What follows belongs to an exercise in optimizing a design on an open flow for small area, a short achievable clock period and few clock cycles per item; a production flow would make more cautious choices. In this exercise RTL edits were held to simulation tests only and were not proved equivalent to the original.

==> inputs of build 19 <==
Design modinv, start of the top module:
module modinv(clk, reset, number, prime, finished, gcd, inverse);
    input [31:0] number, prime;
    input wire clk, reset;
    output [31:0] gcd, inverse;
    output finished;
    reg [30:0] A, B, PA, PB, P0;
    reg par;
    reg done;
    function [4:0] blen;
        input [30:0] v;
        integer i;
        begin
            blen = 0;
            for (i = 0; i < 31; i = i + 1)
                if (v[i]) blen = i + 1;
        end
    endfunction
    function [32:0] radd;
        input [31:0] a, b;
        input ci;
        integer i;
        reg c;
        begin
            c = ci;
            for (i = 0; i < 32; i = i + 1) begin
                radd[i] = a[i] ^ b[i] ^ c;
                c = (a[i] & b[i]) | (c & (a[i] ^ b[i]));
            end
            radd[32] = c;
        end
    endfunction
    wire [4:0] la = blen(A);
    wire [4:0] lb = blen(B);
    wire [5:0] kd = {1'b0, la} - {1'b0, lb};
    wire [4:0] k = kd[4:0];
    wire [30:0] Bk = B << k;
    wire [31:0] PBk = {1'b0, PB} << k;
    wire [32:0] gex = radd({1'b0, A}, ~{1'b0, Bk}, 1'b1);
    wire ge1 = gex[32];                        
    wire lt = kd[5] | ((kd[4:0] == 0) & ~ge1);   
    wire [30:0] Bs = lt ? 31'd0 : (ge1 ? Bk : {1'b0, Bk[30:1]});
    wire [30:0] PBs = (lt | done) ? 31'd0 : (ge1 ? PBk[30:0] : PBk[31:1]);
    wire kk0 = ge1 ? (k == 0) : (k == 1);       
    wire [30:0] Bh = {1'b0, Bs[30:1]};
  ...
==> module modinv, before the edit <==
module modinv(clk, reset, number, prime, finished, gcd, inverse);
    input [31:0] number, prime;
    input wire clk, reset;
    output [31:0] gcd, inverse;
    output finished;
    reg [30:0] A, B, PA, PB, P0;
    reg par;
    reg done;
    function [4:0] blen;
        input [30:0] v;
        integer i;
        begin
            blen = 0;
            for (i = 0; i < 31; i = i + 1)
                if (v[i]) blen = i + 1;
        end
    endfunction
    function [32:0] radd;
        input [31:0] a, b;
        input ci;
        integer i;
        reg c;
        begin
            c = ci;
            for (i = 0; i < 32; i = i + 1) begin
                radd[i] = a[i] ^ b[i] ^ c;
                c = (a[i] & b[i]) | (c & (a[i] ^ b[i]));
            end
            radd[32] = c;
        end
    endfunction
    wire [4:0] la = blen(A);
    wire [4:0] lb = blen(B);
    wire [5:0] kd = {1'b0, la} - {1'b0, lb};
    wire [4:0] k = kd[4:0];
    wire [30:0] Bk = B << k;
    wire [31:0] PBk = {1'b0, PB} << k;
    wire [32:0] gex = radd({1'b0, A}, ~{1'b0, Bk}, 1'b1);
    wire ge1 = gex[32];                        
    wire lt = kd[5] | ((kd[4:0] == 0) & ~ge1);   
    wire [30:0] Bs = lt ? 31'd0 : (ge1 ? Bk : {1'b0, Bk[30:1]});
    wire [30:0] PBs = (lt | done) ? 31'd0 : (ge1 ? PBk[30:0] : PBk[31:1]);
    wire kk0 = ge1 ? (k == 0) : (k == 1);       
    wire [30:0] Bh = {1'b0, Bs[30:1]};
    wire [30:0] PBh = {1'b0, PBs[30:1]};
    wire [32:0] r1x = radd({1'b0, A}, ~{1'b0, Bs}, 1'b1);
    wire [31:0] t1 = {1'b0, A}, t2 = ~{1'b0, Bs}, t3 = ~{1'b0, Bh};
    wire [31:0] ts = t1 ^ t2 ^ t3;
    wire [31:0] tc = (t1 & t2) | (t1 & t3) | (t2 & t3);
    wire [32:0] r2x = radd(ts, {tc[30:0], 1'b1}, 1'b1);
    wire q2 = ~r2x[31] & ~kk0 & ~lt;
    wire [30:0] nA = q2 ? r2x[30:0] : r1x[30:0];
    wire [31:0] u1 = {1'b0, PA}, u2 = {1'b0, PBs}, u3 = q2 ? {1'b0, PBh} : 32'd0;
    wire [31:0] us = u1 ^ u2 ^ u3;
    wire [31:0] uc = (u1 & u2) | (u1 & u3) | (u2 & u3);
    wire [32:0] nPAx = radd(us, {uc[30:0], 1'b0}, 1'b0);
    wire [30:0] nPA = nPAx[30:0];
    wire swap = nA < B;
    wire fin = swap & (nA == 0);
    wire [32:0] p0x = radd({1'b0, P0}, ~{1'b0, PB}, 1'b1);
    wire [30:0] inv = par ? PB : ((PB == 0) ? 31'd0 : p0x[30:0]);
    always @(posedge clk) begin
        if (reset) begin
            A <= number[30:0];
            B <= prime[30:0];
            PA <= 31'd1;
            PB <= 31'd0;
            par <= 1'b0;
        end else if (swap) begin
            A <= B;
            B <= nA;
            PA <= fin ? inv : PB;
            PB <= nPA;
            par <= ~par;
        end else begin
            A <= nA;
            PA <= nPA;
        end
    end
    always @(posedge clk)
        P0 <= prime[30:0];
    always @(posedge clk or posedge reset) begin
        if (reset)
            done <= 1'b0;
        else if (fin)
            done <= 1'b1;
    end
    assign finished = done;
    assign gcd = {1'b0, A};
    assign inverse = {1'b0, PA};
endmodule
clock: 140.0 ns
lec_check: 0
cap_margin: 20
core_margin: 2
core_utilization: 65
cts_buf_list: sky130_fd_sc_hd__clkbuf_8
slew_margin: 60
standard.sh (not shown) runs the stock make flow with config.mk's settings and CLKGATE_MAP_FILE= SYNTH_SCRIPT=/design/flow/synth_recipe.tcl, a recipe that flattens the netlist after the stock synthesis.
==> flow/flow/run.sh <==
#!/bin/bash
# The standard layout with these changes, none to the design or constraints:
#  - ABC maps for area (flow/abc_area.script replaces the speed script),
#    and adders are left to ABC instead of being mapped to full-adder cells
#    first (ADDER_MAP_FILE empty); registers are mapped exactly as before;
#  - the port buffers are the smallest buffer (buf_1);
#  - clock tree synthesis inserts no dummy loads;
#  - repair_timing aims for 111.2 ns of setup slack (paths within 28.8 ns),
#    which it only needs on the paths from the inputs and to the outputs; it does not clone
#    gates, so the registers stay those of the standard synthesis.
set -euo pipefail
cd "$(dirname "$0")/.."
rm -rf scripts_area
cp -r "$FLOW_HOME/scripts" scripts_area
cp flow/abc_area.script scripts_area/abc_speed.script
export SCRIPTS_DIR="$PWD/scripts_area"
export BUFFER_PORTS_ARGS="-buffer_cell sky130_fd_sc_hd__buf_1"
export CTS_ARGS="-sink_clustering_enable -repair_clock_nets -buf_list sky130_fd_sc_hd__clkbuf_8 -dont_use_dummy_load"
export SETUP_SLACK_MARGIN=111.2
export SKIP_GATE_CLONING=1
bash standard.sh ADDER_MAP_FILE= finish > standard.log 2>&1
==> flow/flow/abc_area.script <==
strash
dch
amap
topo
stime -c
upsize -c -D 27000
dnsize -c -D 27000
stime -c
==> inputs of trial 30, as changes to build 19 <==
--- a/flow/flow/run.sh
+++ b/flow/flow/run.sh
@@ -6,6 +6,6 @@
 #  - the port buffers are the smallest buffer (buf_1);
 #  - clock tree synthesis inserts no dummy loads;
-#  - repair_timing aims for 111.2 ns of setup slack (paths within 28.8 ns),
-#    which it only needs on the paths from the inputs and to the outputs; it does not clone
+#  - repair_timing aims for 110.6 ns of setup slack (paths within 29.4 ns),
+#    which it only needs on the paths from the reset input; it does not clone
 #    gates, so the registers stay those of the standard synthesis.
 set -euo pipefail
@@ -17,5 +17,5 @@
 export BUFFER_PORTS_ARGS="-buffer_cell sky130_fd_sc_hd__buf_1"
 export CTS_ARGS="-sink_clustering_enable -repair_clock_nets -buf_list sky130_fd_sc_hd__clkbuf_8 -dont_use_dummy_load"
-export SETUP_SLACK_MARGIN=111.2
+export SETUP_SLACK_MARGIN=110.6
 export SKIP_GATE_CLONING=1
 bash standard.sh ADDER_MAP_FILE= finish > standard.log 2>&1
--- a/flow/config.mk
+++ b/flow/config.mk
@@ -8,5 +8,5 @@
 export CAP_MARGIN = 20
 export CORE_MARGIN = 2
-export CORE_UTILIZATION = 65
+export CORE_UTILIZATION = 75
 export CTS_BUF_LIST = sky130_fd_sc_hd__clkbuf_8
-export SLEW_MARGIN = 60
+export SLEW_MARGIN = 20
==> inputs of build 26, as changes to build 19 <==
--- a/flow/design.v
+++ b/flow/design.v
@@ -41,18 +41,7 @@
     wire [30:0] Bs = lt ? 31'd0 : (ge1 ? Bk : {1'b0, Bk[30:1]});
     wire [30:0] PBs = (lt | done) ? 31'd0 : (ge1 ? PBk[30:0] : PBk[31:1]);
-    wire kk0 = ge1 ? (k == 0) : (k == 1);       
-    wire [30:0] Bh = {1'b0, Bs[30:1]};
-    wire [30:0] PBh = {1'b0, PBs[30:1]};
-    wire [32:0] r1x = radd({1'b0, A}, ~{1'b0, Bs}, 1'b1);
-    wire [31:0] t1 = {1'b0, A}, t2 = ~{1'b0, Bs}, t3 = ~{1'b0, Bh};
-    wire [31:0] ts = t1 ^ t2 ^ t3;
-    wire [31:0] tc = (t1 & t2) | (t1 & t3) | (t2 & t3);
-    wire [32:0] r2x = radd(ts, {tc[30:0], 1'b1}, 1'b1);
-    wire q2 = ~r2x[31] & ~kk0 & ~lt;
-    wire [30:0] nA = q2 ? r2x[30:0] : r1x[30:0];
-    wire [31:0] u1 = {1'b0, PA}, u2 = {1'b0, PBs}, u3 = q2 ? {1'b0, PBh} : 32'd0;
-    wire [31:0] us = u1 ^ u2 ^ u3;
-    wire [31:0] uc = (u1 & u2) | (u1 & u3) | (u2 & u3);
-    wire [32:0] nPAx = radd(us, {uc[30:0], 1'b0}, 1'b0);
+    wire [32:0] nAx = radd({1'b0, A}, ~{1'b0, Bs}, 1'b1);
+    wire [30:0] nA = nAx[30:0];
+    wire [32:0] nPAx = radd({1'b0, PA}, {1'b0, PBs}, 1'b0);
     wire [30:0] nPA = nPAx[30:0];
     wire swap = nA < B;
==> flow/flow/run.sh (replaced) <==
#!/bin/bash
# The standard layout with these changes, none to the design or constraints:
#  - ABC maps for area (flow/abc_area.script replaces the speed script),
#    and adders are left to ABC instead of being mapped to full-adder cells
#    first (ADDER_MAP_FILE empty); registers are mapped exactly as before;
#  - the port buffers are the smallest buffer (buf_1);
#  - clock tree synthesis inserts no dummy loads.
set -euo pipefail
cd "$(dirname "$0")/.."
rm -rf scripts_area
cp -r "$FLOW_HOME/scripts" scripts_area
cp flow/abc_area.script scripts_area/abc_speed.script
export SCRIPTS_DIR="$PWD/scripts_area"
export BUFFER_PORTS_ARGS="-buffer_cell sky130_fd_sc_hd__buf_1"
export CTS_ARGS="-sink_clustering_enable -repair_clock_nets -buf_list sky130_fd_sc_hd__clkbuf_8 -dont_use_dummy_load"
bash standard.sh ADDER_MAP_FILE= finish > standard.log 2>&1
==> flow/flow/abc_area.script (replaced) <==
strash
dch
amap
topo
stime -c
upsize -c -D 22000
dnsize -c -D 22000
stime -c
==> flow_summary.toml <==
[place]
dp_cells = 2068

[yosys]
ys_seq_area_frac = 0.292

[sta]
worstMarginPinSlew_ps = 577

[grt]
grtUsageMet2 = 0.684
antenna_found_initial = 0

[die]
die_y_um = 139
initial_core_util = 0.661

[drt]
viasPerCell = 6.91
drtPass1Iterations = 8

[final_layout]
mostFrequentLayoutCells = "nor2_1, o21ai_0, nand2_1, clkinv_1, o22ai_1"

[run_status]
status = "finished clean"

[setup_path]
critPathMaxFanout = 48
crit_path_start_kind = "input port"
Source of the figures above: build 26

==> flow_summary.toml <==
[setup_path]
crit_path_start_kind = "input port"
critPathMaxFanout = 92

[die]
die_y_um = 143

[yosys]
netlist.area_leader.share = 0.173
ys_seq_area_frac = 0.240

[place]
routabilityCongestion = 1.02
dp_cells = 2554

[final_layout]
mostFrequentLayoutCells = "nor2_1, nand2_1, o21ai_0, clkinv_1, o22ai_1"
fin_util = 0.837

[grt]
grtUsageMet2 = 0.783

[sta]
worstMarginPinSlew_ps = 1080

[drt]
wl_um = 49900
drtPass1Iterations = 10
viasPerCell = 7.38

[run_status]
status = "finished clean"
Source of the figures above: trial 30

==> flow_summary.toml <==
[die]
initial_core_util = 0.662

[drt]
viasPerCell = 7.10

[place]
dp_cells = 2602

[yosys]
ys_seq_area_frac = 0.240

[final_layout]
mostFrequentLayoutCells = "nor2_1, nand2_1, o21ai_0, clkinv_1, o22ai_1"

[grt]
grtUsageMet2 = 0.722

[run_status]
status = "finished clean"

[setup_path]
crit_path_start_kind = "flop"
Source of the figures above: build 19

Testbench counts of build 19, summed over its fixed seeds: cycles 9,142, items 480.
Testbench counts of trial 30, summed over its fixed seeds: cycles 9,142, items 480.
Testbench counts of build 26, summed over its fixed seeds: cycles 11,263, items 480.

what the ideal ports hide:
No port has a modelled driver above. Below, the same layouts with a new extraction and two added sets of constraints.
Step 1 sets driving cells, clkbuf_16 on the clock port and buf_2 on the other inputs (assumed; they add their load-dependent delay and slew).
Step 2, shift: input delay + t, output delay - t, t = (earliest + latest rising clock arrival at the registers) / 2. This alone moves slack from input paths to output paths.
a / b / c = ideal ports / drivers / drivers and shift; a / b = the first two.
| run | t, ns | setup slack, ns | worst hold slack (ns) |
|---|---|---|---|
| build 19 | 0.517 | 110.952 / 110.908 / 110.722 | 0.470 / 0.470 / 0.470 |
| trial 30 | 0.518 | 110.834 / 110.791 / 110.321 | 0.462 / 0.462 / 0.462 |
| build 26 | 0.518 | 110.469 / 110.488 / 109.970 | 0.502 / 0.502 / 0.502 |
After both steps every run listed still meets setup and hold. For trial 30, which loses most, drivers alone change the setup slack by -0.043 ns; drivers and shift together by -0.513 ns.
